This is an optimization exercise on Yosys and OpenROAD, whose aim is small area, a short achievable clock period and few clock cycles per item, not a production implementation.
In this exercise RTL edits were held to simulation tests only and were not proved equivalent to the original.
Power figures rest on the tool's default switching activity, not on a simulated workload.

==> flow/design.v <==
module brick_sort
   (
    clk,
    rst,
    src_tvalid,
    src_tready,
    src_tdata_raw,
    dest_tvalid,
    dest_tready,
    dest_tdata_raw
    );
   parameter NUM_ELEMS = 16;
   parameter DATA_WIDTH = 8;
   input   clk;
   input   rst;
   input   src_tvalid;
   output  src_tready;
   input [DATA_WIDTH*NUM_ELEMS-1:0] src_tdata_raw;
   output                 dest_tvalid;
   input                  dest_tready;
   output [DATA_WIDTH*NUM_ELEMS-1:0] dest_tdata_raw;
   wire [DATA_WIDTH-1:0]   src_tdata [NUM_ELEMS-1:0];
   wire [DATA_WIDTH-1:0]   dest_tdata [NUM_ELEMS-1:0];
   reg [DATA_WIDTH-1:0]    data_arr [NUM_ELEMS-1:0];
   localparam SM_INIT = 0;
   localparam SM_SORT = 1;
   localparam SM_EJECT = 2;
   reg 	[1:0]		   sm;
   reg 			   sort_even;
   reg [$clog2(NUM_ELEMS*2+1):0] cnter;
   genvar k;
   for(k = 0; k < NUM_ELEMS; k = k+1) begin
      assign dest_tdata_raw[(k+1)*DATA_WIDTH-1: k*DATA_WIDTH] = dest_tdata[k];
   end
   genvar j;
   for(j = 0; j < NUM_ELEMS; j = j+1) begin
      assign src_tdata[j] = src_tdata_raw[(j+1)*DATA_WIDTH-1: j*DATA_WIDTH];
   end
   genvar L;
   for(L = 0; L < NUM_ELEMS; L = L+1) begin
      assign dest_tdata[L] = data_arr[L];
   end
   assign dest_tvalid = (sm == SM_EJECT)?!rst:1'b0;
   assign src_tready = (sm == SM_INIT)?!rst:1'b0;
   integer i;
   always @(posedge clk) begin
      if (src_tvalid && src_tready) begin
	 for (i = 0; i < NUM_ELEMS; i = i + 1) begin
	   data_arr[i] <= src_tdata[i];
	 end
      end
      case (sm) 
	SM_INIT: sm <= (src_tvalid && src_tready)?SM_SORT:SM_INIT;
	SM_SORT: sm <= (cnter >= NUM_ELEMS-1)?SM_EJECT : SM_SORT;
	SM_EJECT: sm <= (dest_tvalid && dest_tready)?SM_INIT:SM_EJECT;
      endcase
      case (sm)
	SM_INIT: sort_even <= 1'b0;
	SM_SORT: sort_even <= !sort_even;
	SM_EJECT: sort_even <= 1'b0;
      endcase
      case (sm)
	SM_INIT: cnter <= 0;
	SM_SORT: cnter <= cnter + 1;
	SM_EJECT: cnter <= 0;
      endcase
      if (sm == SM_SORT) begin
	 if (sort_even) begin
	    for(i = 0; i < NUM_ELEMS - 1; i = i + 2) begin
	       if (data_arr[i] > data_arr[i + 1]) begin
		  data_arr[i + 1] <= data_arr[i];
		  data_arr[i] <= data_arr[i + 1];
	       end
	    end
	 end else begin
	    for(i = 1; i < NUM_ELEMS - 1; i = i + 2) begin
	       if (data_arr[i] > data_arr[i + 1]) begin
		  data_arr[i + 1] <= data_arr[i];
		  data_arr[i] <= data_arr[i + 1];
	       end
	    end
	 end
      end
      if (rst) begin
	 sm <= SM_INIT;
	 sort_even <= 1'b0;
	 cnter <= 0;
      end
   end
endmodule
==> flow/run.sh <==
#!/bin/bash
# synth_recipe.tcl (not shown) runs the flow's synth.tcl, then flattens the netlist and writes it again
# the make line also repeats each setting of config.mk as NAME=value (left out here)
make -C /OpenROAD-flow-scripts/flow DESIGN_CONFIG=/design/flow/config.mk WORK_HOME=/design/flow/orfs CLKGATE_MAP_FILE= SYNTH_SCRIPT=/design/flow/synth_recipe.tcl finish
==> flow/config.mk <==
export PLATFORM = sky130hd
export DESIGN_NAME = brick_sort
export DESIGN_NICKNAME = brick_sort
export VERILOG_FILES = /design/flow/design.v
export SDC_FILE = /design/flow/constraint.sdc
export NUM_CORES = 4
export LEC_CHECK = 0
export CAP_MARGIN = 20
export CORE_MARGIN = 2
export CORE_UTILIZATION = 40
export SLEW_MARGIN = 20
==> flow/constraint.sdc <==
create_clock -name core_clock -period 6.0 [get_ports {clk}]
set_input_delay 1.2000 -clock core_clock [delete_from_list [all_inputs] [get_ports {clk}]]
set_output_delay 1.2000 -clock core_clock [all_outputs]
set_load 0.01 [all_outputs]
==> results.txt <==
[per-layer routing]
metal	routed length, µm	global-route usage, %	vias up
li1	-	-	5828
met1	19600	38.3	5707
met2	18400	40.0	421
met3	2460	3.57	43
met4	697	7.64	2
met5	12	0	-
[layout by cell type (no fill, tap or decap), drive strengths merged, types with 15 or more instances in the layout]
master	n
clkdlybuf4s50	261
nor2	180
nand2	171
dfxtp	138
inv	131
ha	125
o21ai	90
a21oi	89
mux2i	69
a211oi	63
mux2	48
nor3	32
o32ai	29
nand4	26
a22o	25
a32oi	24
clkbuf	19
nor2b	18
o211a	16
o31ai	15
buf	15
[flip-flops by register name, summed over array words and instances, names as in the netlist]
name       flops
sm             2
data_arr     128
cnter          7
sort_even      1
[power by group]
part / internal [µW] / total, µW / switching, µW
sequential: 1240 / 1760 / 521
clock: 628 / 1100 / 469
combinational: 2430 / 5070 / 2640
total: 4290 / 7920 / 3630
[cell families after synthesis]
kind of cell	Yosys count	share of synthesized area [%]
AND/OR/NAND/NOR	472	17.4
AO/OA/AOI/OAI	422	26.7
flip-flops	138	23.6
XOR/XNOR	5	0.374
buffers and inverters	221	7.98
multiplexers	117	10.5
adder cells (fa/ha/maj)	125	13.4
[critical path, cell delays in order]
cell and delay [ns]:
clkdlybuf4s50_1 0.52, nor2b_1 0.20, clkdlybuf4s50_1 0.56
[path summary, 6_finish.rpt]
kind         startpoint              to  slack, ns  cells after the start
max reg2reg       sm[1]  data_arr[2][6]       2.94                      7
min reg2reg    cnter[5]        cnter[5]       0.52                      2
max                 rst      src_tready       2.33                      3
min            cnter[5]        cnter[5]       0.52                      2
[final cells by class]
class	count	area [µm²]	area share, %
multi-input combinational	1141	8040	53.3
sequential	138	2770	18.3
timing repair buffer	276	2740	18.1
tap	384	480	3.18
inverter	126	473	3.13
clock buffer	19	443	2.93
clock inverter	12	139	0.920
antenna	6	15.0	0.0995
[stage by stage]
step	worst slack (ns)	hold WS (ns)	area (µm²)	cells
floorplan	3.39	0.469	11700	1500
global placement	2.29	0.489	14500	2064
detailed placement	2.23	0.503	14500	2065
CTS	2.32	0.515	15100	2096
global route	2.30	0.541	15100	2102
finish	2.33	0.518	15100	2102
==> flow_metrics.py <==
metrics = {
    "run_status": {
        "status": "no timing/DRC/antenna violations",
    },
    "synthesis": {
        "syn_area_per_cell_um2": 7.80,
        "synth_area_leaders": "dfxtp_1 24%, ha_1 13%, mux2i_1 5.9%, nor2_1 5.7%, nand2_1 5.5%",
        "synth_top_flop_cell": "dfxtp_1",
        "synth_top_cell_by_area": "dfxtp_1",
        "synth_commonest_cells": "179 x nor2_1, 171 x nand2_1, 138 x dfxtp_1, 125 x ha_1, 125 x inv_1",
        "synth-edff-count": 0,
        "yosysUniqueCellTypes": 61,
        "synth_most_common_cell": "nor2_1",
        "mappedNetlistArea_um2": 11700,
        "seq_area_frac_synth_pct": 23.6,
        "syn_nets": 1757,
        "ys_async_sr_fraction_pct": 0,
        "synth-seq-cells": 138,
        "yosys_warnings": 2,
        "postSynthCellCount": 1500,
        "synth_top_area_share_pct": 23.6,
    },
    "setup_path": {
        "critical_path_class": "input pin to primary output",
        "critPathRequiredTime_ns": 4.80,
        "cp_max_fo": 7,
        "critPathCaptureType": "primary output",
        "cp-start-kind": "input pin",
        "cp.arrival_ns": 2.47,
    },
    "finish": {
        "fillers": 2772,
        "finish.utilization_pct": 52.4,
        "drive_gt1_share_pct": 8.82,
        "area_delta_synth_final_pct": 29.0,
        "final_nets": 1957,
    },
    "pwr": {
        "power_leakage_uw": 0.00630,
        "power_uw": 7920,
        "p_per_area_nw_per_um2": 525,
        "vdd_drop_max_mv": 0.340,
    },
    "floorplan": {
        "die_area_um2": 30600,
        "fp.dieW_um": 175,
        "coreArea_um2": 28800,
        "start_util_pct": 40.7,
        "rows": 62,
        "die_y_um": 175,
        "io_pins": 262,
    },
    "sta": {
        "rsz0062_at_grt": "false",
        "fmax_mhz": 272,
        "period_needed_ns": 3.67,
        "setup_viol": 0,
        "hold_viol": 0,
        "fin_skew_ns": 0.0201,
        "period_share_pct": 61.2,
        "tns_ns": 0,
        "maxSlewViolCount": 0,
        "tightest_slew_ns": 0.990,
        "max_slew_margin_pct": 34.0,
    },
    "clock_tree": {
        "cts.clk_slew.worst_paths_ns": 0.07,
        "postCtsHoldBufs": 0,
        "h-tree-depth": 4,
        "cts_setup_buffers": 0,
        "cts_resized": 0,
        "root_buffer": "clkbuf_16",
        "clk_latency_ns": 0.43,
        "cts_buffer_depth": 2,
        "clkSinkCount": 138,
        "numCtsBuffers": 17,
        "cts_tree": "done",
    },
    "global_route": {
        "track_usage_pct": 26.2,
        "grt_max_degree": 112,
        "grt-ovfl-total": 0,
        "grt_pass1_vias": 11386,
        "antenna_found_initial": 7,
        "grt_first_pass_wirelength_mm": 64.2,
    },
    "worst_hold_path": {
        "min_path_type": "register to register",
    },
    "place": {
        "gp_congestion": 0.887,
        "dp_hpwl_mm": 30.0,
        "portBuffers": 261,
    },
    "drt": {
        "viasPerCell": 5.71,
        "final_antenna_net_count": 0,
        "vias": 12001,
        "drt_pre_antenna_iters": 5,
        "drt-wirelength-per-cell_um": 19.6,
        "drc": 0,
        "postRouteWirelength_mm": 41.1,
        "drt_iter0_markers": 979,
    },
    "job": {
        "max_cap_viol_count": 0,
    },
}
Testbench counts, summed over its fixed seeds: cycles 17,280, items 960.

[static timing again, ports no longer ideal]
The flow's constraints put no driver on any port. The routed layout listed below was extracted and timed again, unchanged, in two steps. Step 1 sets driving cells, clkbuf_16 on the clock port and buf_2 on the other inputs (assumed; they add their load-dependent delay and slew). Step 2 moves the port delays by t, midway between the first and last clock arrival at a register: inputs arrive t later, outputs are due t later. That takes back most of the time a late clock gives input paths. Slacks: ideal ports / drivers / drivers and shift; pairs: ideal ports / drivers.
t (ns): 0.467
setup WS [ns]: 2.326 / 2.306 / 2.202
worst setup path at the end: input to register
worst data-port slew with drivers (ns): 0.08
After both steps setup and hold are still met in this run. The setup slack of this run moves by -0.020 ns with the drivers and by -0.124 ns with both steps.
